Context: an optimization exercise on an open-source flow, tuned for small area and a short achievable clock period. The choices shown serve that exercise and are no tape-out recipe. The RTL was checked by simulation tests, not by an equivalence proof against the original design. No activity file was given, so power comes from the tool's default toggle rates.

## guitar_hero
module guitar_hero(clk, rst, btnRst, sw, hsync, vsync, buzzer, r, g, b, o_segval, o_whichseg);
For scale: ~300 flip-flops, ~30 I/O pins, about 0.012 mm² of cells after synthesis.
clock: 90.0 ns
lec_check: 0
abc_clock_period_in_ps: 50000
cap_margin: 20
core_margin: 2
core_utilization: 40
slew_margin: 20
standard.sh (not shown) runs the stock make flow with config.mk's settings and CLKGATE_MAP_FILE= SYNTH_SCRIPT=/design/flow/synth_recipe.tcl, a recipe that flattens the netlist after the stock synthesis.
==> flow/flow/run.sh <==
#!/bin/bash
# Own layout flow: the standard ORFS flow, with two changes.
#  - Synthesis maps the logic with an area-oriented ABC script
#    (flow/abc_area.script) and without the full/half-adder extraction.
#    Registers are mapped before ABC runs, so they are the standard
#    synthesis's (same names, count and cells).
#  - The ports get buf_4 buffers instead of the flow's default choice.
# Each tool's output goes to a log file of its own in this folder.
set -euo pipefail
HERE=$(pwd)
mkdir -p scripts_shadow
for f in "$FLOW_HOME"/scripts/*; do
    ln -sf "$f" scripts_shadow/
done
rm -f scripts_shadow/abc_speed.script
cp flow/abc_area.script scripts_shadow/abc_speed.script

bash standard.sh SCRIPTS_DIR="$HERE/scripts_shadow" ADDER_MAP_FILE= \
    BUFFER_PORTS_ARGS="-buffer_cell sky130_fd_sc_hd__buf_4" synth > synth.log 2>&1
bash standard.sh SCRIPTS_DIR="$HERE/scripts_shadow" ADDER_MAP_FILE= \
    BUFFER_PORTS_ARGS="-buffer_cell sky130_fd_sc_hd__buf_4" finish > layout.log 2>&1
==> flow/flow/abc_area.script <==
&get -n
&st
&syn2
&dch -f
&nf -a -R 1000
&st
&syn2
&dch -f
&nf -a -R 1000
&st
&dch -f
&nf -a -R 1000
&put
Then changed:
==> flow/flow/run.sh (replaced) <==
#!/bin/bash
# Own layout flow: the standard ORFS flow, with three changes.
#  - Synthesis maps the logic with an area-oriented ABC script
#    (flow/abc_area.script) and without the full/half-adder extraction.
#    Registers are mapped before ABC runs, so they are the standard
#    synthesis's (same names, count and cells).
#  - The ports get buf_4 buffers instead of the flow's default choice.
#  - Timing repair aims at a setup slack of 60 ns: only the path from sw to
#    buzzer (input and output delays 18 ns each) is below that, so only its
#    cells are resized.
# Each tool's output goes to a log file of its own in this folder.
set -euo pipefail
HERE=$(pwd)
mkdir -p scripts_shadow
for f in "$FLOW_HOME"/scripts/*; do
    ln -sf "$f" scripts_shadow/
done
rm -f scripts_shadow/abc_speed.script
cp flow/abc_area.script scripts_shadow/abc_speed.script

bash standard.sh SCRIPTS_DIR="$HERE/scripts_shadow" ADDER_MAP_FILE= SETUP_SLACK_MARGIN=60 \
    BUFFER_PORTS_ARGS="-buffer_cell sky130_fd_sc_hd__buf_4" synth > synth.log 2>&1
bash standard.sh SCRIPTS_DIR="$HERE/scripts_shadow" ADDER_MAP_FILE= SETUP_SLACK_MARGIN=60 \
    BUFFER_PORTS_ARGS="-buffer_cell sky130_fd_sc_hd__buf_4" finish > layout.log 2>&1
==> flow/flow/abc_area.script (replaced) <==
strash
dch -f
amap
strash
dch -f
amap
strash
dch -f
amap
topo
--- a/flow/config.mk
+++ b/flow/config.mk
@@ -10,3 +10,5 @@
 export CORE_MARGIN = 2
 export CORE_UTILIZATION = 40
+export CTS_BUF_LIST = sky130_fd_sc_hd__clkbuf_4
+export CTS_CLUSTER_SIZE = 20
 export SLEW_MARGIN = 20
Non-clock buffer count falls by 1.
Setup slack improved by 0.26 ns.
Utilization went down by 0.26 points.
Cell area is lower by a few percent.
Final cell count went up by a little under a tenth.
Sequential cell count does not change.


Setup of v8:
Another version of the RTL of guitar_hero (not shown whole).
For scale: roughly 300 flip-flops, ~0.011 mm2 of cells after synthesis.
clock: 90.0 ns
lec_check: 0
abc_clock_period_in_ps: 50000
cap_margin: 20
core_margin: 2
core_utilization: 40
cts_buf_list: sky130_fd_sc_hd__clkbuf_16
cts_cluster_diameter: 80
cts_cluster_size: 30
slew_margin: 20
==> flow/flow/run.sh <==
#!/bin/bash
# Own layout flow: the standard ORFS flow, with three changes.
#  - Synthesis maps the logic with an area-oriented ABC script
#    (flow/abc_area.script) and without the full/half-adder extraction.
#    Registers are mapped before ABC runs, so they are the standard
#    synthesis's (same names, count and cells).
#  - The ports get buf_4 buffers instead of the flow's default choice.
#  - Timing repair aims at a setup slack of 60 ns: only the path from sw to
#    buzzer (input and output delays 18 ns each) is below that, so only its
#    cells are resized.
# Each tool's output goes to a log file of its own in this folder.
set -euo pipefail
HERE=$(pwd)
mkdir -p scripts_shadow
for f in "$FLOW_HOME"/scripts/*; do
    ln -sf "$f" scripts_shadow/
done
rm -f scripts_shadow/abc_speed.script
cp flow/abc_area.script scripts_shadow/abc_speed.script

bash standard.sh SCRIPTS_DIR="$HERE/scripts_shadow" ADDER_MAP_FILE= SETUP_SLACK_MARGIN=60 \
    BUFFER_PORTS_ARGS="-buffer_cell sky130_fd_sc_hd__buf_4" synth > synth.log 2>&1
bash standard.sh SCRIPTS_DIR="$HERE/scripts_shadow" ADDER_MAP_FILE= SETUP_SLACK_MARGIN=60 \
    BUFFER_PORTS_ARGS="-buffer_cell sky130_fd_sc_hd__buf_4" finish > layout.log 2>&1
==> flow/flow/abc_area.script <==
strash
dch -f
amap
strash
dch -f
amap
strash
dch -f
amap
topo
The following lists how v6 was set up differently from v8:
- GPL_TIMING_DRIVEN newly set to 0
--- a/flow/flow/run.sh
+++ b/flow/flow/run.sh
@@ -2 +2 @@
-# Own layout flow: the standard ORFS flow, with three changes.
+# Own layout flow: the standard ORFS flow, with these changes.
@@ -7 +7,3 @@
-#  - The ports get buf_4 buffers instead of the flow's default choice.
+#  - The ports get buf_1 buffers instead of the flow's default choice.
+#  - Clock tree synthesis uses no dummy loads (CTS_ARGS repeats the
+#    flow's own arguments from config.mk's CTS settings otherwise).
@@ -13,0 +16,2 @@
+CTS="-sink_clustering_enable -repair_clock_nets -sink_clustering_size 30 -sink_clustering_max_diameter 80"
+CTS="$CTS -buf_list sky130_fd_sc_hd__clkbuf_16 -dont_use_dummy_load"
@@ -21,4 +25,4 @@
-bash standard.sh SCRIPTS_DIR="$HERE/scripts_shadow" ADDER_MAP_FILE= SETUP_SLACK_MARGIN=60 \
-    BUFFER_PORTS_ARGS="-buffer_cell sky130_fd_sc_hd__buf_4" synth > synth.log 2>&1
-bash standard.sh SCRIPTS_DIR="$HERE/scripts_shadow" ADDER_MAP_FILE= SETUP_SLACK_MARGIN=60 \
-    BUFFER_PORTS_ARGS="-buffer_cell sky130_fd_sc_hd__buf_4" finish > layout.log 2>&1
+bash standard.sh SCRIPTS_DIR="$HERE/scripts_shadow" ADDER_MAP_FILE= SETUP_SLACK_MARGIN=60 CTS_ARGS="$CTS" \
+    BUFFER_PORTS_ARGS="-buffer_cell sky130_fd_sc_hd__buf_1" synth > synth.log 2>&1
+bash standard.sh SCRIPTS_DIR="$HERE/scripts_shadow" ADDER_MAP_FILE= SETUP_SLACK_MARGIN=60 CTS_ARGS="$CTS" \
+    BUFFER_PORTS_ARGS="-buffer_cell sky130_fd_sc_hd__buf_1" finish > layout.log 2>&1
==> comparison <==
Worst setup slack: lower on v6
v6 and v8 ended up with nearly the same via density per instance.
v6 and v8 ended up with nearly the same final worst hold slack.
## Diff of input files: v16 against v6
- clearing GPL_TIMING_DRIVEN, which used to be 0
- swapping 40 for 60 in CORE_UTILIZATION
--- a/flow/flow/run.sh
+++ b/flow/flow/run.sh
@@ -2 +2 @@
-# Own layout flow: the standard ORFS flow, with these changes.
+# Own layout flow: the standard ORFS flow, with three changes.
@@ -8,2 +7,0 @@
-#  - Clock tree synthesis uses no dummy loads (CTS_ARGS repeats the
-#    flow's own arguments from config.mk's CTS settings otherwise).
@@ -16,2 +13,0 @@
-CTS="-sink_clustering_enable -repair_clock_nets -sink_clustering_size 30 -sink_clustering_max_diameter 80"
-CTS="$CTS -buf_list sky130_fd_sc_hd__clkbuf_16 -dont_use_dummy_load"
@@ -25 +21 @@
-bash standard.sh SCRIPTS_DIR="$HERE/scripts_shadow" ADDER_MAP_FILE= SETUP_SLACK_MARGIN=60 CTS_ARGS="$CTS" \
+bash standard.sh SCRIPTS_DIR="$HERE/scripts_shadow" ADDER_MAP_FILE= SETUP_SLACK_MARGIN=60 \
@@ -27 +23 @@
-bash standard.sh SCRIPTS_DIR="$HERE/scripts_shadow" ADDER_MAP_FILE= SETUP_SLACK_MARGIN=60 CTS_ARGS="$CTS" \
+bash standard.sh SCRIPTS_DIR="$HERE/scripts_shadow" ADDER_MAP_FILE= SETUP_SLACK_MARGIN=60 \
--- outcome ---
Diff v6 -> v16: switching power of the nets rose 6.1%, critical path arrival decreased 0.11 ns, register-to-register slack now larger.
When v16 is measured against v6, its number of ordinary and repair buffers in the finished layout turns out 6 higher.
Relative to v6, the final instance area measured on v16 has decreased slightly.
v16 vs v6 — final layout net count climbed slightly
Compared to v6, v16 shows a wider setup margin.
Looking at v16 and v6, the maximum operating frequency is a wash.
X dimension of the die | v16 below v6
Diff v6 -> v16: core utilization shows an increase of 22 points; cell area after placement shows a reduction of 160 um2.
Cell type of the slowest stage on the worst timing path: o32ai_2 -> v6, o32ai_4 -> v16
Edits applied to the flow inputs when going from v16 to v22:
- swapping 60 for 40 in CORE_UTILIZATION
### Flow results
Between v16 and v22, the flow reports sum of routed wire length over all layers increasing by a few percent.
Reported for v22 and v16, netlist area before placement turned out identical to the last digit.
Core utilization in v22 is 21 points lower than in v16
v22 vs v16: net switching power up slightly
Summary of v22 over v16: proportion of power drawn by the clock network higher; count of buffers added by post-CTS timing repair for setup lower.
Compared with v16, in v22 net switching share of the total power rose by 0.26 points; core area climbed about 50%.
Against v16, total power consumption of the routed design in v22 came out worse.

## separate check: timing with driven ports
The flow's constraints put no driver on any port. The routed layouts listed below were extracted and timed again, unchanged, in two steps. Step 1 sets driving cells, clkbuf_16 on the clock port and buf_2 on the other inputs (assumed; they add their load-dependent delay and slew). Step 2 moves the port delays by t, midway between the first and last clock arrival at a register: inputs arrive t later, outputs are due t later. That takes back most of the time a late clock gives input paths. Slacks: no drivers / after step 1 / after step 2; pairs: no drivers / after step 1.
| run | shift t [ns] | slack for setup (ns) | slew at the worst register clock pin (ns) |
|---|---|---|---|
| the first run of note 1 | 0.621 | 52.933 / 52.878 / 52.878 | 0.06 / 0.06 |
| the second run of note 1 | 0.720 | 53.194 / 53.172 / 53.172 | 0.07 / 0.07 |
| v8 | 0.542 | 53.014 / 52.916 / 52.916 | 0.11 / 0.11 |
| v6 | 0.536 | 52.939 / 52.891 / 52.891 | 0.11 / 0.11 |
| v16 | 0.530 | 53.048 / 52.967 / 52.967 | 0.11 / 0.11 |
| v22 | 0.549 | 53.013 / 52.892 / 52.892 | 0.12 / 0.12 |
After both steps every run listed still meets setup and hold. The setup slack of v22, which loses most, moves by -0.121 ns with the drivers and by -0.121 ns with both steps.
